This is an optimization exercise on Yosys and OpenROAD, whose aim is small area and a short achievable clock period, not a production implementation.
RTL that was checked went through simulation tests only; none was proved equivalent to the original.
Only the layout flow was run in runs 2 and 3; the RTL was not checked for function there.

==> flow/design.v <==
`timescale 1ns / 1ps
module crc #(
	parameter DATA_WIDTH = 32,				 
	parameter CRC_WIDTH = 32				   
)
(
	input wire clk,							           
	input wire resetn,						         
	input wire clear,						           
	input wire [CRC_WIDTH-1:0]init_in,	   
	input wire [CRC_WIDTH:0]poly_in,		   
	input wire data_reverse,				       
	input wire crc_reverse,					       
	input wire [CRC_WIDTH-1:0]xorout_in,	 
	input wire [DATA_WIDTH-1:0]data_in,		 
	input wire data_in_valid,				       
	output wire [CRC_WIDTH-1:0]crc_out		 
);
reg [CRC_WIDTH-1:0]state;
reg [CRC_WIDTH-1:0]crc, crc_next;
wire [CRC_WIDTH-1:0]state_out;
reg [DATA_WIDTH-1:0]data;
integer i;
assign crc_out = crc;
always @(posedge clk or negedge resetn) begin
	if (resetn == 1'b0) begin
		state <= 'd0;
		crc <= 'd0;
	end else begin
		if (clear == 1'b1) begin
			state <= init_in;
			crc <= 'd0;
		end else begin
			if (data_in_valid) begin
				state <= state_out;
				crc <= crc_next;
			end
		end
	end
end
always @(*) begin
	data = data_in;
	if (data_reverse == 1'b1) begin
		for (i = 0; i < DATA_WIDTH; i = i + 1) begin
			data[i] = data_in[DATA_WIDTH-1-i];
		end
	end
end
always @(*) begin
	crc_next = state_out;
	if (crc_reverse == 1'b1) begin
		for (i = 0; i < CRC_WIDTH; i = i + 1) begin
			crc_next[i] = state_out[CRC_WIDTH-1-i];
		end
	end
	crc_next = crc_next ^ xorout_in;
end
crc_lfsr #(
	.DATA_WIDTH(DATA_WIDTH),
	.POLY_WIDTH(CRC_WIDTH)
) crc_lfsr_inst (
	.state_in(state),
	.data_in(data),
	.poly_in(poly_in),
	.state_out(state_out)
);
endmodule
module crc_lfsr #(
	parameter DATA_WIDTH = 4,		 
	parameter POLY_WIDTH = 4		 
)
(
	input wire [POLY_WIDTH-1:0]state_in,	 
	input wire [DATA_WIDTH-1:0]data_in,		 
	input wire [POLY_WIDTH  :0]poly_in,		 
	output wire [POLY_WIDTH-1:0]state_out	 
);
reg [POLY_WIDTH-1:0]c_state[DATA_WIDTH  :0];
reg [POLY_WIDTH-1:0]r_state[DATA_WIDTH-1:0];
reg [POLY_WIDTH  :0]t_state[DATA_WIDTH-1:0];
reg [$clog2(POLY_WIDTH+1)-1:0]deg_p;
reg [POLY_WIDTH-1:0]r_mask;
integer i, j;
assign state_out = c_state[DATA_WIDTH] & r_mask;
always @(*) begin
	deg_p = 'd0;
	for (i = 0; i < POLY_WIDTH+1; i = i + 1)begin
		if (poly_in[i] & 1'b1) begin
			deg_p = i;
		end	 
	end
	for (i = 0; i < POLY_WIDTH; i = i + 1) begin
		r_mask[i] = 1'b0;
		if (i < deg_p) begin
			r_mask[i] = 1'b1;
		end
	end
end
always @(*) begin
	c_state[0] = state_in;
	for (i = 0; i < DATA_WIDTH; i = i + 1) begin
		t_state[i][0] = 1'b0; 
		for (j = 1; j < POLY_WIDTH+1; j = j + 1) begin
			t_state[i][j] = c_state[i][j-1];
		end
		for (j = 0; j < POLY_WIDTH; j = j + 1) begin
			r_state[i][j] = t_state[i][j] ^ (poly_in[j] & (t_state[i][deg_p] ^ data_in[DATA_WIDTH-1-i]));
		end
		c_state[i+1] = r_state[i];
	end
end
endmodule
==> flow/run.sh <==
#!/bin/bash
# synth_recipe.tcl (not shown) runs the flow's synth.tcl, then flattens the netlist and writes it again
# the make line also repeats each setting of config.mk as NAME=value (left out here)
make -C /OpenROAD-flow-scripts/flow DESIGN_CONFIG=/design/flow/config.mk WORK_HOME=/design/flow/orfs CLKGATE_MAP_FILE= SYNTH_SCRIPT=/design/flow/synth_recipe.tcl finish
==> flow/config.mk <==
export PLATFORM = sky130hd
export DESIGN_NAME = crc
export DESIGN_NICKNAME = crc
export VERILOG_FILES = /design/flow/design.v
export SDC_FILE = /design/flow/constraint.sdc
export NUM_CORES = 4
export LEC_CHECK = 0
export CAP_MARGIN = 20
export CORE_MARGIN = 2
export CORE_UTILIZATION = 25
export GPL_ROUTABILITY_DRIVEN = 1
export PLACE_DENSITY = 0.35
export SLEW_MARGIN = 20
==> flow/constraint.sdc <==
create_clock -name core_clock -period 120.0 [get_ports {clk}]
set_input_delay 24.0000 -clock core_clock [delete_from_list [all_inputs] [get_ports {clk}]]
set_output_delay 24.0000 -clock core_clock [all_outputs]
set_load 0.01 [all_outputs]
==> run notes, run 1 <==
* Placement Cell Area at 69000 um^2
* Half-perimeter wire length after placement at around 450000 um
* Average wire per standard cell at 49.5 um
* Remaining design rule violation count at 0
* Critical-path maximum fanout at 46
* Number of antenna violations at the first check in global routing at 132
* Max Freq at approximately 0.0099 GHz
* Worst Setup Start Kind: input pin
* Number of global-route vias before repair at about 83000
* Final sum of negative setup slack at 0 ns
* Post-cts resize count at 0
* # hold bufs at CTS at 0
* Leading register cell type out of synthesis: dfrtp_1
* Share of post-route cells with drive strength above 1 at about 17%
* Total global routing track utilization at between 40 and 50%
* Count of maximum capacitance violations at 0
* Slew Limit Headroom at 7.09%
* Core Box Area at roughly 260000 um^2
* Max stage delay on crit path at 1.07 ns
* Synthesized-area fraction occupied by and/or/nand/nor cells at approximately 30%
* Largest net degree at the start of global routing at 74
* Dominant combinational cell family by area after synthesis: compound AO/OA/AOI/OAI gates
* Post-synthesis share of cell area spent on xor and xnor gates at approximately 13%
* Number of standard-cell rows in the floorplan at 189
* Final setup fails at 0
* Clock tree from TritonCTS: yes
* Post-layout worst setup margin at 19.23 ns
* Die area at ~270000 um^2
* Routed vias/inst at roughly 7.4
* Warnings from Yosys at 5
* CP most frequent cell: buf_4
* Ports placed on the boundary at 167
* Unrepaired setup endpoints after global routing: false
* Design area at about 70000 um^2
* Post-DRT Antenna Nets at 0
* Clk Latency, worst-skew pair at 0.35 ns
* Clock edge transition at the registers on the reported setup and hold paths at 0.06 ns
* Global-route wire length before repair at 820000 um
* Worst R2R Setup Slack at about 45 ns
* Effective utilization at floorplan at between 20% and 30%
* Number of enable flip-flop cells after synthesis at 0
* Synth-to-layout area growth at 5.17%
* Least-Margin Pin Slew at between 1 and 1.5 ns
* Placer Congestion at about 1.1
* Remaining Overflow, GRT at 0
* Detailed Route Iter0 Violations at 18800
* TritonRoute pass-1 iters at 10
* Share of Yosys cell area claimed by the top area cell type at under 10%
* Crit. End Element: flip-flop
* Final count of pins violating max slew at 0
* Buffer depth of the longest clock path at 2
* Number of buffers created by CTS at 9
* Worst Clk Skew at approximately 0.010 ns
* Number of nets produced by synthesis at approximately 9600
* Most frequent cell after synthesis: nand2_1
* Flop and latch count out of synthesis at 64
* Adder-Cell Fraction of Synth Area at 0%
* Post-synth ARST share at 100%
* Number of vias after detailed routing at 95400
* Hold Path Class: reg -> reg
* Share of cell area taken by muxes after synthesis at between 5 and 6%
* Hold violation total from the final report at 0
* Min Clock Period, post-route at between 100 and 150 ns
* Crit path DAT at 101.04 ns
* Most frequent cells after synthesis: nand2_1, nor2_1, xnor2_1
* Critical setup path kind: in -> reg
* CTS sink cnt at between 60 and 70
* Per-instance average area after synthesis at roughly 7 um^2
* Count of input and output buffers at between 150 and 200
* Number of distinct library cells after synthesis at between 150 and 200
* Cell type with the highest aggregate area in the netlist: xnor2_1
* Outcome: no timing/DRC/antenna violations
* Share of the cycle needed by the critical path after routing at between 80% and 90%
* Root buffer cell: clkbuf_16
* Number of setup buffers added after CTS at 0
* Chip Height at 519 um
* Count of H-tree levels built during CTS at 3
* Post-Syn Instances at 9447
* Synth top area cells: xnor2_1, nand2_1, nor2_1
* Horiz. Die Dim at 519 um
* NumNets Final at between 9000 and 10000
* Wire length after detailed routing at roughly 640000 um
* Seq/Total Area, Yosys at 2.41%
* Synthesized area at between 60000 and 70000 um^2
* Worst Setup Slack post-DPL at roughly 22 ns
* Utilization after layout at between 20% and 30%
* Endpoint required time on the critical path at around 120 ns
* Complex-gate fraction of the synthesized area at between 30% and 40%
* Slowest library cell on the worst path: a21oi_4
[area by class of cell]
cell class,count,area (um^2)
fill,29600,195000
multi-input combinational,8320,57200
timing repair buffer,697,5610
tap,3533,4420
sequential,64,1600
antenna,148,370
inverter,71,304
clock buffer,9,225
clock inverter,7,71.3
[placed cells by master (no fill, tap or decap), types with 213 or more instances in the layout]
cell     count
nor2_1     737
mux2i_1    213
nand2_1   1106
buf_4      554
a31oi_1    214
o21ai_0    366
a21oi_1    481
nor3_1     367
xor2_1     258
xnor2_1    560
nand3_1    391
[stage by stage]
stage | std cells | hold slack (ns)
2_1_floorplan | 9447 | 0.539
3_3_place_gp | 12700 | 0.523
3_5_place_dp | 12700 | 0.527
4_1_cts | 12700 | 0.535
5_1_grt | 12700 | 0.551
6_report | 12800 | 0.529
[flip-flops by register name, summed over array words and instances, names as in the netlist]
register and flops:
crc 32, state 32
[critical path: cells and delay by family]
kind | cells | cell delay (ns)
mux | 10 | 3.48
xor+xnor | 15 | 8.76
compound gates | 82 | 31.13
simple gates | 58 | 28.42
buf+inv | 14 | 4.61
[final timing paths]
check,start,endpoint,cells after the start
max in group asynchronous,resetn,state[6]$_DFFE_PN0P_,2
min reg2reg,crc[13]$_DFFE_PN0P_,crc[13]$_DFFE_PN0P_,2
max,poly_in[20],state[23]$_DFFE_PN0P_,179
min in group asynchronous,resetn,crc[28]$_DFFE_PN0P_,2
min,crc[13]$_DFFE_PN0P_,crc[13]$_DFFE_PN0P_,2
max reg2reg,state[25]$_DFFE_PN0P_,state[23]$_DFFE_PN0P_,172
[cells by family after synthesis]
family,Yosys count
AO/OA/AOI/OAI,3214
AND/OR/NAND/NOR,3884
XOR/XNOR,895
flip-flops,64
buffers and inverters,1063
multiplexers,327
[layer usage]
metal	wire length, um	track usage, %	share of wire, %
met5	230	0.231	0.036
met4	65100	38.5	10
met3	86800	18.6	14
met2	245000	59.9	39
met1	238000	53.4	37
==> inputs of run 2 (changes only) <==
==> flow/design.v (replaced) <==
`timescale 1ns / 1ps
module crc #(
	parameter DATA_WIDTH = 32,
	parameter CRC_WIDTH = 32
)
(
	input wire clk,
	input wire resetn,
	input wire clear,
	input wire [CRC_WIDTH-1:0]init_in,
	input wire [CRC_WIDTH:0]poly_in,
	input wire data_reverse,
	input wire crc_reverse,
	input wire [CRC_WIDTH-1:0]xorout_in,
	input wire [DATA_WIDTH-1:0]data_in,
	input wire data_in_valid,
	output wire [CRC_WIDTH-1:0]crc_out
);
localparam M = 19;
reg [31:0] r;        
reg raw;             
reg [32:0] pl;       
reg [31:0] xo;
reg rv;
integer i;
wire a4 = ~|poly_in[32:17];
wire [32:0] b4 = a4 ? {poly_in[16:0], 16'd0} : poly_in;
wire a3 = ~|b4[32:25];
wire [32:0] b3 = a3 ? {b4[24:0], 8'd0} : b4;
wire a2 = ~|b3[32:29];
wire [32:0] b2 = a2 ? {b3[28:0], 4'd0} : b3;
wire a1 = ~|b2[32:31];
wire [32:0] b1 = a1 ? {b2[30:0], 2'd0} : b2;
wire a0 = ~b1[32];
wire [31:0] bn = a0 ? {b1[30:0], 1'b0} : b1[31:0];
reg s4, s3, s2, s1, s0;
reg [31:0] pn;
reg [31:0] mask;
always @(*) begin
	for (i = 0; i < 32; i = i + 1)
		mask[i] = |(pl >> (i + 1));
end
wire [31:0] q;
wire [31:0] e2 [M:32];
assign e2[M] = {r[31:M], {M{1'b0}}};
genvar gi, gj;
generate
	for (gi = 0; gi < M; gi = gi + 1) begin : g_qlo
		assign q[gi] = r[M-1-gi];
	end
	for (gi = M; gi < 32; gi = gi + 1) begin : g_q2
		assign q[gi] = e2[gi][31];
		for (gj = 0; gj <= gi; gj = gj + 1) begin : g_lo
			assign e2[gi+1][gj] = 1'b0;
		end
		for (gj = gi + 1; gj < 32; gj = gj + 1) begin : g_hi
			crc_axo u (.a(e2[gi][gj-1]), .b(pn[gj]), .c(q[gi]), .y(e2[gi+1][gj]));
		end
	end
	for (gj = 0; gj < 32; gj = gj + 1) begin : g_prod
		wire [31:0] acc;
		assign acc[31-gj] = q[31-gj] & pl[0];
		for (gi = 32 - gj; gi < 32; gi = gi + 1) begin : g_t
			crc_axo u (.a(acc[gi-1]), .b(pl[gj-31+gi]), .c(q[gi]), .y(acc[gi]));
		end
	end
endgenerate
wire [31:0] prod;
generate
	for (gj = 0; gj < 32; gj = gj + 1) begin : g_pb
		assign prod[gj] = g_prod[gj].acc[31];
	end
endgenerate
wire [31:0] n = prod & mask;
reg [31:0] nr;
always @(*) begin
	for (i = 0; i < 32; i = i + 1)
		nr[i] = rv ? n[31-i] : n[i];
end
assign crc_out = (nr ^ xo) & {32{~raw}};
wire [31:0] s = raw ? r : n;
wire [31:0] t4 = s4 ? {s[15:0], 16'd0} : s;
wire [31:0] t3 = s3 ? {t4[23:0], 8'd0} : t4;
wire [31:0] t2 = s2 ? {t3[27:0], 4'd0} : t3;
wire [31:0] t1 = s1 ? {t2[29:0], 2'd0} : t2;
wire [31:0] sl = s0 ? {t1[30:0], 1'b0} : t1;
reg [31:0] data;
always @(*) begin
	for (i = 0; i < 32; i = i + 1)
		data[i] = data_reverse ? data_in[31-i] : data_in[i];
end
wire [31:0] e1 [0:M];
assign e1[0] = sl ^ data;
wire [31:0] r_next;
generate
	for (gi = 0; gi < M; gi = gi + 1) begin : g_q1
		assign r_next[M-1-gi] = e1[gi][31];
		for (gj = 0; gj <= gi; gj = gj + 1) begin : g_lo
			assign e1[gi+1][gj] = 1'b0;
		end
		for (gj = gi + 1; gj < 32; gj = gj + 1) begin : g_hi
			crc_axo u (.a(e1[gi][gj-1]), .b(pn[gj]), .c(e1[gi][31]), .y(e1[gi+1][gj]));
		end
	end
endgenerate
assign r_next[31:M] = e1[M][31:M];
always @(posedge clk) begin
	pl <= poly_in;
	pn <= bn;
	{s4, s3, s2, s1, s0} <= {a4, a3, a2, a1, a0};
	xo <= xorout_in;
	rv <= crc_reverse;
	if (clear)
		r <= init_in;
	else if (data_in_valid)
		r <= r_next;
end
always @(posedge clk or negedge resetn) begin
	if (!resetn)
		raw <= 1'b1;
	else if (clear)
		raw <= 1'b1;
	else if (data_in_valid)
		raw <= 1'b0;
end
endmodule
module crc_axo (
	input wire a,
	input wire b,
	input wire c,
	output wire y
);
assign y = a ^ (b & c);
endmodule
--- a/flow/config.mk
+++ b/flow/config.mk
@@ -7,7 +7,8 @@
 export LEC_CHECK = 0
 export CAP_MARGIN = 20
 export CORE_MARGIN = 2
-export CORE_UTILIZATION = 25
+export CORE_UTILIZATION = 55
 export GPL_ROUTABILITY_DRIVEN = 1
-export PLACE_DENSITY = 0.35
+export PLACE_DENSITY = 0.65
 export SLEW_MARGIN = 20
+export SYNTH_HIERARCHICAL = 1
==> run 2 against run 1 <==
Against the previous run: non-clock buffer count decreased by 457; synthesized cell count decreased by 67%; critical endpoint is now r[29]$_DFFE_PP_; design area decreased by 63%; flip-flop and latch count increased by 71; final cell count decreased by 70%; register-to-register slack improved by 52 ns; area after synthesis decreased by 66%; global-route usage decreased by 5.6 points; first-iteration DRC count decreased by 86%; clock-buffer cell count increased by 8; worst setup slack improved by 64 ns; sequential share of layout area increased by 9.4 points; critical path type unchanged.
==> run notes, run 2 <==
* Post-DRT Antenna Nets at 0 (unchanged)
* Half-perimeter wire length after placement at 62000 um (-86%)
* Synth-to-layout area growth at 14.5%
* CTS sink cnt at 135 (+110%)
* Family with the most delay on the worst path: XOR/XNOR gates
* Least-Margin Pin Slew at 1.11 ns (-0.282 ns)
* Critical setup path kind: in -> reg
* Most frequent standard cell in the layout excluding fill and tap cells: nand2_1
* Slew Limit Headroom at 25.7% (+19 points)
* Cell type with the highest aggregate area in the netlist: xnor2_1
* Routed vias/inst at 5.95 (-20%)
* Total global routing track utilization at 38.8% (-5.6 points)
* Number of enable flip-flop cells after synthesis at 32 (+32)
* Max stage delay on crit path at 0.88 ns (-0.19 ns)
* Global-route wire length before repair at 127000 um (-84%)
* Ports placed on the boundary at 167 (unchanged)
* Endpoint required time on the critical path at 120.19 ns (-0.08 ns)
* Crit path DAT at 36.83 ns (-64.21 ns)
* Post-cts resize count at 0 (unchanged)
* Worst Clk Skew at 0.0121 ns (+0.00167 ns)
* Placement Cell Area at 25200 um^2 (-63%)
* Most frequent cells after synthesis: nand2_1, xnor2_1, mux2i_1
* Share of the cycle needed by the critical path after routing at 30.5% (-53 points)
* Number of setup buffers added after CTS at 0 (unchanged)
* Synthesized area at 22500 um^2 (-66%)
* Root buffer cell: clkbuf_16
* Max Freq at 0.0273 GHz (+180%)
* Critical-path maximum fanout at 32 (-30%)
* Number of standard-cell rows in the floorplan at 74 (-61%)
* Count of non-filler cells in the finished layout at 3872 (-70%)
* Placer Congestion at 1.05 (-5.4%)
* Leading register cell type out of synthesis: dfxtp_1
* Clock tree from TritonCTS: yes
* Count of input and output buffers at 166 (unchanged)
* Effective utilization at floorplan at 55.5% (+30 points)
* Largest net degree at the start of global routing at 55 (-26%)
* Share of post-route cells with drive strength above 1 at 6.74% (-10 points)
* Number of nets produced by synthesis at 3286 (-66%)
* Remaining design rule violation count at 0 (unchanged)
* Number of distinct library cells after synthesis at 82 (-57%)
* Buffer depth of the longest clock path at 2 (unchanged)
* Crit. End Element: flip-flop
* Wire length after detailed routing at 83500 um (-87%)
* Most frequent cell after synthesis: nand2_1
* Warnings from Yosys at 7 (+2)
* Share of Yosys cell area claimed by the top area cell type at 40.1% (+33 points)
* TritonRoute pass-1 iters at 5 (-5)
* Worst hold slack after final layout at 1.00 ns (+0.475 ns)
* Slowest library cell on the worst path: xnor2_1
* Count of maximum capacitance violations at 0 (unchanged)
* Post-synth ARST share at 0.741% (-99 points)
* Largest regs: pl: 33 flops, r: 32 flops, xo: 32 flops
* Average wire per standard cell at 21.6 um (-56%)
* Unrepaired setup endpoints after global routing: false
* Post-Syn Instances at 3151 (-67%)
* Hold Path Class: reg -> reg
* Flop and latch count out of synthesis at 135 (+110%)
* Hold violation total from the final report at 0 (unchanged)
* Clk Latency, worst-skew pair at 0.44 ns (+0.09 ns)
* Max FFs per register at 33
* Worst Setup Start Kind: input pin
* Detailed Route Iter0 Violations at 2586 (-86%)
* Outcome: no timing/DRC/antenna violations
* Final setup fails at 0 (unchanged)
* CP most frequent cell: nand2_1
* Final sum of negative setup slack at 0 ns (unchanged)
* Chip Height at 206 um (-60%)
* Number of antenna violations at the first check in global routing at 2 (-98%)
* Count of H-tree levels built during CTS at 4 (+1)
* Horiz. Die Dim at 206 um (-60%)
* Placed instance count at 3840 (-70%)
* Remaining Overflow, GRT at 0 (unchanged)
* Min Clock Period, post-route at 36.64 ns (-64.13 ns)
* Top library cells by usage in the layout, fill and taps aside: nand2_1, xnor2_1, clkdlybuf4s50_1
* # hold bufs at CTS at 0 (unchanged)
* Per-instance average area after synthesis at 7.15 um^2 (+1.9%)
* Clock edge transition at the registers on the reported setup and hold paths at 0.06 ns (about the same)
* Number of buffers created by CTS at 17 (+8)
* Design area at 25800 um^2 (-63%)
* Synth top area cells: xnor2_1, nand2_1, dfxtp_1
* Die area at 42600 um^2 (-84%)
* Register with the most flip-flops: pl
* Seq/Total Area, Yosys at 13.4% (+11 points)
* Number of vias after detailed routing at 23000 (-76%)
* Number of global-route vias before repair at 21600 (-74%)
* NumNets Final at 3462 (-63%)
* Bufs and invs on worst path at 14 (unchanged)
* Total of fill cells in the finished design at 3677 (-88%)
* Core Box Area at 40600 um^2 (-85%)
* Final count of pins violating max slew at 0 (unchanged)
run 2: cell count changes after synthesis, moves of 235 or more:
cell / before / now
nor2_1: 774 / 85
xnor2_1: 572 / 1032
a21oi_1: 483 / 55
nor3_1: 381 / 16
nand3_1: 397 / 34
o21ai_0: 366 / 60
xor2_1: 258 / 23
run 2: layout make-up:
type | count | area [um^2] | share of cell area [%]
antenna | 2 | 5.00 | 0.0194
clock buffer | 17 | 425 | 1.65
clock inverter | 13 | 121 | 0.470
inverter | 22 | 82.6 | 0.320
multi-input combinational | 2911 | 19300 | 74.6
sequential | 135 | 3030 | 11.7
tap | 532 | 666 | 2.58
timing repair buffer | 240 | 2210 | 8.57
run 2: per-module statistics from Yosys, one instance, submodules excluded:
module   flops+latches  cells inside
crc                135          1167
crc_axo              0             2
run 2: worst min-delay path: cells and delay by family, from the launching register on:
kind | cells | cell delay, ns
xor+xnor | 1 | 0.11
buf+inv | 1 | 0.22
flops | 1 | 0.29
mux | 1 | 0.13
simple gates | 1 | 0.12
run 2: worst paths after layout:
check | startpoint | end | slack, ns | cells past startpoint
max | data_reverse | r[29]$_DFFE_PP_ | 83.36 | 56
min | pn[20]$_DFF_P_ | r[20]$_DFFE_PP_ | 1.00 | 4
max reg2reg | r[31]$_DFFE_PP_ | r[29]$_DFFE_PP_ | 96.89 | 98
min reg2reg | pn[20]$_DFF_P_ | r[20]$_DFFE_PP_ | 1.00 | 4
max in group asynchronous | resetn | raw$_DFFE_PN1P_ | 96.03 | 1
min in group asynchronous | resetn | raw$_DFFE_PN1P_ | 23.95 | 1
run 2: cell families (layout without fill, tap and decap cells):
logic type      count (synthesis)  count (layout)  share of synthesized area, %
flops                         135             135                          13.4
simple gates                 1343            1343                          24.3
buf+inv                       105             292                          1.90
xor+xnor                     1055            1055                          41.0
compound gates                334             334                          10.5
mux                           179             179                          8.85
other cells                     0               2                             0
run 2: through the flow:
stage	util [%]	setup WS [ns]
2_1_floorplan	-	74.76
3_3_place_gp	62.1	83.05
3_5_place_dp	62.1	82.49
4_1_cts	63.4	82.81
5_1_grt	63.5	82.11
6_report	63.5	83.36
run 2: per-layer routing:
metal | vias up | track usage, % | share of wire (%)
li1 | 10800 | - | -
met3 | 240 | 5.91 | 8.2
met4 | 0 | 17.4 | 4.6
met5 | - | 0 | 0
met1 | 10900 | 50.9 | 42
met2 | 1134 | 62.7 | 46
==> inputs of run 3 (changes only) <==
--- a/flow/config.mk
+++ b/flow/config.mk
@@ -7,8 +7,8 @@
 export LEC_CHECK = 0
 export CAP_MARGIN = 20
 export CORE_MARGIN = 2
-export CORE_UTILIZATION = 55
+export CORE_UTILIZATION = 25
 export GPL_ROUTABILITY_DRIVEN = 1
-export PLACE_DENSITY = 0.65
+export PLACE_DENSITY = 0.35
 export SLEW_MARGIN = 20
 export SYNTH_HIERARCHICAL = 1
==> run 3 against run 2 <==
Against the previous run: core utilization decreased by 34 points; synthesized cell count is the same; worst hold slack improved by 0.030 ns; routed wire length rose by 22%.
==> run notes, run 3 <==
* Horiz. Die Dim at 304 um (+47%)
* Placer Congestion at 0.894 (-14%)
* Most frequent cells after synthesis: nand2_1, xnor2_1, mux2i_1
* Post-synth ARST share at 0.741% (unchanged)
* Count of input and output buffers at 166 (unchanged)
* Number of distinct library cells after synthesis at 82 (unchanged)
* Flop and latch count out of synthesis at 135 (unchanged)
* Largest net degree at the start of global routing at 60 (+9.1%)
* Unrepaired setup endpoints after global routing: false
* Utilization after layout at 29.8% (-34 points)
* Count of non-filler cells in the finished layout at 4519 (+17%)
* Warnings from Yosys at 7 (unchanged)
* Slowest library cell on the worst path: xnor2_2
* Share of Yosys cell area claimed by the top area cell type at 40.1% (unchanged)
* Effective utilization at floorplan at 25.1% (-30 points)
* Worst Hold Endpoint: r[20]$_DFFE_PP_
* Outcome: no timing/DRC/antenna violations
* Number of nets produced by synthesis at 3286 (unchanged)
* Worst Clk Skew at 0.0138 ns (+0.00168 ns)
* Worst reg2reg path startpoint: r[31]$_DFFE_PP_
* Max FFs per register at 33 (unchanged)
* Slew Limit Headroom at 26.7% (+0.96 points)
* Number of standard-cell rows in the floorplan at 110 (+49%)
* Max Freq at 0.0268 GHz (-1.6%)
* Final setup fails at 0 (unchanged)
* Clock edge transition at the registers on the reported setup and hold paths at 0.07 ns (about the same)
* Number of enable flip-flop cells after synthesis at 32 (unchanged)
* Synth-to-layout area growth at 18.5%
* Root buffer cell: clkbuf_16
* Final sum of negative setup slack at 0 ns (unchanged)
* TritonRoute pass-1 iters at 5 (unchanged)
* Average wire per standard cell at 22.5 um (+4.3%)
* Endpoint required time on the critical path at 120.21 ns (+0.02 ns)
* Cell type with the highest aggregate area in the netlist: xnor2_1
* Worst reg2reg path depth at 97 (-1.0%)
* Worst R2R Setup Slack at 95.88 ns (-1.01 ns)
* Post-cts resize count at 0 (unchanged)
* Buffer depth of the longest clock path at 2 (unchanged)
* Ports placed on the boundary at 167 (unchanged)
* NumNets Final at 3465 (+0.087%)
* Total of fill cells in the finished design at 9679 (+160%)
* RR Endpoint: r[21]$_DFFE_PP_
* Count of cells along the worst hold path at 4 (unchanged)
* Most frequent cell after synthesis: nand2_1
* Wire length after detailed routing at 102000 um (+22%)
* Critical setup path kind: in -> reg
* Hold Path Class: reg -> reg
* Hold violation total from the final report at 0 (unchanged)
* Chip Height at 304 um (+47%)
* Least-Margin Pin Slew at 1.10 ns (-0.00887 ns)
* Number of antenna violations at the first check in global routing at 1 (-1)
* Per-instance average area after synthesis at 7.15 um^2 (unchanged)
* Placed instance count at 4486 (+17%)
* Global-route wire length before repair at 153000 um (+20%)
* Core Box Area at 89700 um^2 (+120%)
* Detailed Route Iter0 Violations at 1676 (-35%)
* Largest regs: pl: 33 flops, r: 32 flops, xo: 32 flops
* Remaining Overflow, GRT at 0 (unchanged)
* Post-DRT Antenna Nets at 0 (unchanged)
* CP most frequent cell: nand2_1
* Routed vias/inst at 4.87 (-18%)
* Share of the cycle needed by the critical path after routing at 31.0% (+0.50 points)
* Startpoint of the worst hold path: pn[20]$_DFF_P_
* Most frequent standard cell in the layout excluding fill and tap cells: nand2_1
* Remaining design rule violation count at 0 (unchanged)
* Clock tree from TritonCTS: yes
* Die area at 92600 um^2 (+120%)
* Count of H-tree levels built during CTS at 4 (unchanged)
* Seq/Total Area, Yosys at 13.4% (unchanged)
* Post-Syn Instances at 3151 (unchanged)
* Min Clock Period, post-route at 37.25 ns (+0.603 ns)
* Worst hold slack after final layout at 1.03 ns (+0.0301 ns)
* Crit. End Element: flip-flop
* # hold bufs at CTS at 0 (unchanged)
* Synth top area cells: xnor2_1, nand2_1, dfxtp_1
* Number of setup buffers added after CTS at 0 (unchanged)
* Half-perimeter wire length after placement at 75900 um (+22%)
* Number of vias after detailed routing at 22000 (-4.4%)
* Placement Cell Area at 26100 um^2 (+3.4%)
* Number of global-route vias before repair at 22100 (+2.4%)
* Number of inserted diodes at 0 (-2)
* Crit path DAT at 37.46 ns (+0.63 ns)
* Synthesized area at 22500 um^2 (unchanged)
* CTS sink cnt at 135 (unchanged)
* Max stage delay on crit path at 0.83 ns (-0.05 ns)
* Register with the most flip-flops: pl
* Top library cells by usage in the layout, fill and taps aside: nand2_1, xnor2_1, clkdlybuf4s50_1
* Total global routing track utilization at 21.6% (-17 points)
* Count of maximum capacitance violations at 0 (unchanged)
* Number of buffers created by CTS at 17 (unchanged)
* Leading register cell type out of synthesis: dfxtp_1
* Worst Setup Start Kind: input pin
* Final count of pins violating max slew at 0 (unchanged)
* Design area at 26700 um^2 (+3.5%)
* Critical-path maximum fanout at 32 (unchanged)
* Clk Latency, worst-skew pair at 0.47 ns (+0.03 ns)
* Share of post-route cells with drive strength above 1 at 6.97% (+0.23 points)
run 3: area by class of cell:
| class | count | area, um^2 | share of cell area, % |
|---|---|---|---|
| well taps | 1176 | 1470 | 5.51 |
| clock buffers | 18 | 429 | 1.61 |
| inverters | 22 | 82.6 | 0.309 |
| flip-flops and latches | 135 | 3040 | 11.4 |
| clock inverters | 14 | 153 | 0.572 |
| repair buffers | 243 | 2240 | 8.40 |
| multi-input cells | 2911 | 19300 | 72.2 |
run 3: cells by family after synthesis:
family                    Yosys count  synth area share, %
AOI/OAI and AO/OA                 334                 10.5
xor gates and xnor gates         1055                 41.0
buffers and inverters             105                 1.90
DFF                               135                 13.4
muxes                             179                 8.85
and+or+nand+nor                  1343                 24.3
run 3: per-layer routing:
metal,up-vias,track usage (%),share of wire (%)
met5,-,0,0
met4,0,5.98,2.5
met3,110,1.72,3.6
met2,552,36.8,48
met1,10600,29.2,46
li1,10800,-,-
run 3: stage by stage:
step           worst slack, ns
2_1_floorplan            74.76
3_3_place_gp             80.89
3_5_place_dp             81.51
4_1_cts                  82.01
5_1_grt                  81.35
6_report                 82.75
run 3: how the worst max path moves through the flow:
stage / start / end / slack, ns
floorplan: data_reverse / r[19]$_DFFE_PP_ / 74.76
global placement: data_reverse / r[23]$_DFFE_PP_ / 80.89
detailed placement: data_reverse / r[24]$_DFFE_PP_ / 81.51
CTS: data_reverse / r[28]$_DFFE_PP_ / 82.01
global route: data_reverse / r[25]$_DFFE_PP_ / 81.35
finish: data_reverse / r[21]$_DFFE_PP_ / 82.75
run 3: Yosys stat by module (local to each module, per instance):
module	area, um^2	copies in the design
crc	10100	1
crc_axo	12.5	992
run 3: critical path, delay by kind of cell:
kind | cells | cell delay [ns]
muxes | 2 | 0.48
buffers and inverters | 13 | 4.09
and+or+nand+nor | 21 | 3.19
xor gates and xnor gates | 19 | 5.67
==> inputs of run 4 (changes only) <==
==> flow/design.v (replaced) <==
`timescale 1ns / 1ps
module crc #(
	parameter DATA_WIDTH = 32,
	parameter CRC_WIDTH = 32
)
(
	input wire clk,
	input wire resetn,
	input wire clear,
	input wire [CRC_WIDTH-1:0]init_in,
	input wire [CRC_WIDTH:0]poly_in,
	input wire data_reverse,
	input wire crc_reverse,
	input wire [CRC_WIDTH-1:0]xorout_in,
	input wire [DATA_WIDTH-1:0]data_in,
	input wire data_in_valid,
	output wire [CRC_WIDTH-1:0]crc_out
);
reg [31:0] state;
reg [31:0] crc;
assign crc_out = crc;
integer i;
wire s4 = ~|poly_in[32:17];
wire [32:0] p4 = s4 ? {poly_in[16:0], 16'd0} : poly_in;
wire s3 = ~|p4[32:25];
wire [32:0] p3 = s3 ? {p4[24:0], 8'd0} : p4;
wire s2 = ~|p3[32:29];
wire [32:0] p2 = s2 ? {p3[28:0], 4'd0} : p3;
wire s1 = ~|p2[32:31];
wire [32:0] p1 = s1 ? {p2[30:0], 2'd0} : p2;
wire s0 = ~p1[32];
wire [31:0] pn = s0 ? {p1[30:0], 1'b0} : p1[31:0];
wire [31:0] t4 = s4 ? {state[15:0], 16'd0} : state;
wire [31:0] t3 = s3 ? {t4[23:0], 8'd0} : t4;
wire [31:0] t2 = s2 ? {t3[27:0], 4'd0} : t3;
wire [31:0] t1 = s1 ? {t2[29:0], 2'd0} : t2;
wire [31:0] sl = s0 ? {t1[30:0], 1'b0} : t1;
reg [31:0] mask;
always @(*) begin
	for (i = 0; i < 32; i = i + 1)
		mask[i] = |(poly_in >> (i + 1));
end
reg [31:0] data;
always @(*) begin
	for (i = 0; i < 32; i = i + 1)
		data[i] = data_reverse ? data_in[31-i] : data_in[i];
end
reg [31:0] e;
reg [31:0] q;
always @(*) begin
	e = sl ^ data;
	for (i = 0; i < 32; i = i + 1) begin
		q[i] = e[31];
		e = {e[30:0], 1'b0} ^ (pn & {32{q[i]}});
	end
end
reg [31:0] prod;
always @(*) begin
	prod = 32'd0;
	for (i = 0; i < 32; i = i + 1)
		prod = prod ^ ((poly_in[31:0] << (31 - i)) & {32{q[i]}});
end
wire [31:0] n = prod & mask;
reg [31:0] nr;
always @(*) begin
	for (i = 0; i < 32; i = i + 1)
		nr[i] = crc_reverse ? n[31-i] : n[i];
end
always @(posedge clk) begin
	if (clear)
		state <= init_in;
	else if (data_in_valid)
		state <= n;
end
always @(posedge clk or negedge resetn) begin
	if (!resetn)
		crc <= 32'd0;
	else if (clear)
		crc <= 32'd0;
	else if (data_in_valid)
		crc <= nr ^ xorout_in;
end
endmodule
--- a/flow/config.mk
+++ b/flow/config.mk
@@ -11,4 +11,3 @@
 export GPL_ROUTABILITY_DRIVEN = 1
 export PLACE_DENSITY = 0.35
 export SLEW_MARGIN = 20
-export SYNTH_HIERARCHICAL = 1
==> run 4 against run 3 <==
Against the previous run: global-route usage rose by 2.9 points; synthesized cell count rose by 37%; worst hold slack got worse by 0.55 ns; design area rose by 17%; area after synthesis rose by 24%; worst setup slack got worse by 9.5 ns; sequential share of layout area fell by 5.8 points; die area rose by 23%; routed wire length rose by 42%; fmax fell by 20%; critical path type unchanged; critical endpoint is now crc[30]$_DFFE_PN0P_; largest cell class unchanged; highest routed layer unchanged.
==> run notes, run 4 <==
* Remaining design rule violation count at 0 (unchanged)
* Count of H-tree levels built during CTS at 3 (-1)
* Share of post-route cells with drive strength above 1 at 7.54% (+0.57 points)
* Largest net degree at the start of global routing at 81 (+35%)
* Number of enable flip-flop cells after synthesis at 32 (unchanged)
* Clk Latency, worst-skew pair at 0.36 ns (-0.11 ns)
* Critical setup path kind: in -> reg
* Worst Setup Start Kind: input pin
* Number of setup buffers added after CTS at 0 (unchanged)
* Top Layer Used: met4
* Max stage delay on crit path at 0.83 ns (about the same)
* Largest regs: crc: 32 flops, state: 32 flops
* Synth top area cells: xnor2_1, nand2_1, mux2i_1
* CTS sink cnt at 64 (-53%)
* Number of vias after detailed routing at 30600 (+39%)
* Post-cts resize count at 0 (unchanged)
* Max Freq at 0.0214 GHz (-20%)
* Number of standard-cell rows in the floorplan at 122 (+11%)
* Worst reg2reg path depth at 55 (-43%)
* Crit. End Element: flip-flop
* Number of nets produced by synthesis at 4440 (+35%)
* Placement Cell Area at 31100 um^2 (+19%)
* Worst reg2reg path startpoint: state[4]$_DFFE_PP_
* Average wire per standard cell at 25.2 um (+12%)
* Total area of sequential cells at 1760 um^2 (-42%)
* Ports placed on the boundary at 167 (unchanged)
* Worst Hold Endpoint: crc[0]$_DFFE_PN0P_
* M1 WL at 66100 um (+41%)
* Worst Clk Skew at 0.0104 ns (-0.00340 ns)
* Multi-input gate area at 24600 um^2 (+28%)
* Number of antenna violations at the first check in global routing at 2 (+1)
* Endpoint required time on the critical path at 120.24 ns (+0.03 ns)
* Final setup fails at 0 (unchanged)
* Most frequent cells after synthesis: nand2_1, xnor2_1, a21oi_1, clkbuf_1, o21ai_0
* TritonRoute pass-1 iters at 5 (unchanged)
* Min Clock Period, post-route at 46.73 ns (+9.48 ns)
* Count of input and output buffers at 166 (unchanged)
* Per-instance average area after synthesis at 6.48 um^2 (-9.4%)
* Share of the cycle needed by the critical path after routing at 38.9% (+7.9 points)
* Leading register cell type out of synthesis: edfxtp_1
* Least-Margin Pin Slew at 1.11 ns (+0.00707 ns)
* Crit path DAT at 46.97 ns (+9.51 ns)
* Startpoint of the worst hold path: crc[0]$_DFFE_PN0P_
* Number of distinct library cells after synthesis at 125 (+52%)
* Worst hold slack after final layout at 0.486 ns (-0.548 ns)
* Bufs and invs on worst path at 10 (-3)
* Routed vias/inst at 5.34 (+9.7%)
* Unrepaired setup endpoints after global routing: false
* CP most frequent cell: buf_4
* RR Endpoint: crc[30]$_DFFE_PN0P_
* Buffer depth of the longest clock path at 2 (unchanged)
* # hold bufs at CTS at 0 (unchanged)
* NumNets Final at 4363 (+26%)
* Total global routing track utilization at 24.5% (+2.9 points)
* Number of buffers created by CTS at 9 (-8)
* Seq/Total Area, Yosys at 6.32% (-7.1 points)
* Utilization after layout at 28.3% (-1.4 points)
* Met2 WL at 68600 um (+41%)
* Family with the most delay on the worst path: simple AND/OR/NAND/NOR gates
* Slew Limit Headroom at 25.9% (-0.74 points)
* Top library cells by usage in the layout, fill and taps aside: nand2_1, xnor2_1, a21oi_1
* Flop and latch count out of synthesis at 64 (-53%)
* Critical-path maximum fanout at 46 (+44%)
* Metal3 WL at 5200 um (+44%)
* Half-perimeter wire length after placement at 105000 um (+38%)
* Post-synth ARST share at 50.0% (+49 points)
* Chip Height at 338 um (+11%)
* Total of fill cells in the finished design at 12200 (+26%)
* Worst R2R Setup Slack at 100.01 ns (+4.13 ns)
* Cell type with the highest aggregate area in the netlist: xnor2_1
* Hold violation total from the final report at 0 (unchanged)
* Most frequent standard cell in the layout excluding fill and tap cells: nand2_1
* Final count of pins violating max slew at 0 (unchanged)
* Design area at 31400 um^2 (+17%)
* Wire length after detailed routing at 144000 um (+42%)
* Core Box Area at 111000 um^2 (+23%)
* Number of global-route vias before repair at 29200 (+32%)
* Detailed Route Iter0 Violations at 2629 (+57%)
* Number of inserted diodes at 0 (unchanged)
* Clock edge transition at the registers on the reported setup and hold paths at 0.06 ns (about the same)
* Clock tree from TritonCTS: yes
* Most frequent cell after synthesis: nand2_1
* Share of Yosys cell area claimed by the top area cell type at 24.9% (-15 points)
* Root buffer cell: clkbuf_16
* Placer Congestion at 0.863 (-3.5%)
* Hold Path Class: reg -> reg
* Remaining Overflow, GRT at 0 (unchanged)
* Effective utilization at floorplan at 25.2% (+0.079 points)
* Post-Syn Instances at 4305 (+37%)
* Synth-to-layout area growth at 12.5%
* Slowest library cell on the worst path: or2_1
* Synthesized area at 27900 um^2 (+24%)
* Post-DRT Antenna Nets at 0 (unchanged)
* Warnings from Yosys at 1 (-6)
* Horiz. Die Dim at 338 um (+11%)
* Outcome: no timing/DRC/antenna violations
* Final sum of negative setup slack at 0 ns (unchanged)
* Count of maximum capacitance violations at 0 (unchanged)
* Count of cells along the worst hold path at 2 (-2)
* Global-route wire length before repair at 211000 um (+38%)
* Die area at 114000 um^2 (+23%)
[run 4: cell count changes in the layout (fill, tap and decap cells not counted), moves of 84 or more]
cell,before,now
a21oi_1,55,254
dfxtp_1,100,0
nand3_1,34,118
nor2_1,85,204
nor3_1,16,103
o21ai_0,60,232
xnor2_1,1006,784
[run 4: tightest hold or removal path: stages (launching register included)]
cell,delay [ns]
dfrtp_1,0.34
nand2_1,0.05
o31ai_1,0.05
[run 4: layout make-up]
cell class	count	share of cell area (%)
clock buffer	9	0.718
timing repair buffer	309	8.60
inverter	35	0.419
multi-input combinational	3809	78.6
clock inverter	7	0.148
tap	1488	5.93
sequential	64	5.62
[run 4: worst max path at each step]
stage	end	cells after the start	start
3_5_place_dp	crc[30]$_DFFE_PN0P_	63	poly_in[29]
4_1_cts	crc[30]$_DFFE_PN0P_	63	poly_in[29]
2_1_floorplan	crc[1]$_DFFE_PN0P_	61	poly_in[29]
5_1_grt	crc[13]$_DFFE_PN0P_	63	poly_in[29]
6_report	crc[30]$_DFFE_PN0P_	63	poly_in[29]
3_3_place_gp	crc[30]$_DFFE_PN0P_	64	poly_in[29]
[run 4: metal layers]
layer  vias up  global-route usage, %
met5         -                      0
met4         0                   6.51
met3       146                   1.61
met2       915                   41.9
met1     14700                   33.1
li1      14800                      -
[run 4: stage by stage]
step / std cells / setup slack (ns)
after floorplan: 4305 / 81.35
after global placement: 5705 / 73.03
after detailed placement: 5705 / 73.06
after CTS: 5721 / 73.39
after global routing: 5721 / 71.64
final: 5721 / 73.27
[run 4: kinds of logic after synthesis]
| kind of cell | Yosys count | share of synthesized area (%) |
|---|---|---|
| AO/OA/AOI/OAI | 997 | 23.8 |
| buffers and inverters | 432 | 6.30 |
| XOR/XNOR | 860 | 28.4 |
| flip-flops | 64 | 6.32 |
| multiplexers | 190 | 6.91 |
| AND/OR/NAND/NOR | 1762 | 28.3 |

## re-timing with driven ports
No port has a modelled driver above. Below, the same layouts with a new extraction and two added sets of constraints. Step 1, drivers: a clkbuf_16 drives clk and a buf_2 each remaining input, both assumed. Step 2 also shifts input and output timing later by t, the mid clock arrival at the registers, as if the neighbouring blocks saw the same clock. Three values: ideal ports, drivers, drivers and shift; two values: the first two.
run | shift t [ns] | setup WS [ns] | worst register clock-pin slew, ns | pins driven straight from the clock port
run 1 | 0.391 | 19.232 / 19.248 / 18.858 | 0.07 / 0.07 | 1
run 2 | 0.496 | 83.358 / 83.391 / 82.895 | 0.07 / 0.07 | 1
run 3 | 0.527 | 82.754 / 82.796 / 82.269 | 0.07 / 0.07 | 1
run 4 | 0.398 | 73.271 / 73.248 / 72.851 | 0.07 / 0.07 | 1
After both steps every run listed still meets setup and hold. The setup slack of run 3, which loses most, moves by +0.042 ns with the drivers and by -0.485 ns with both steps.
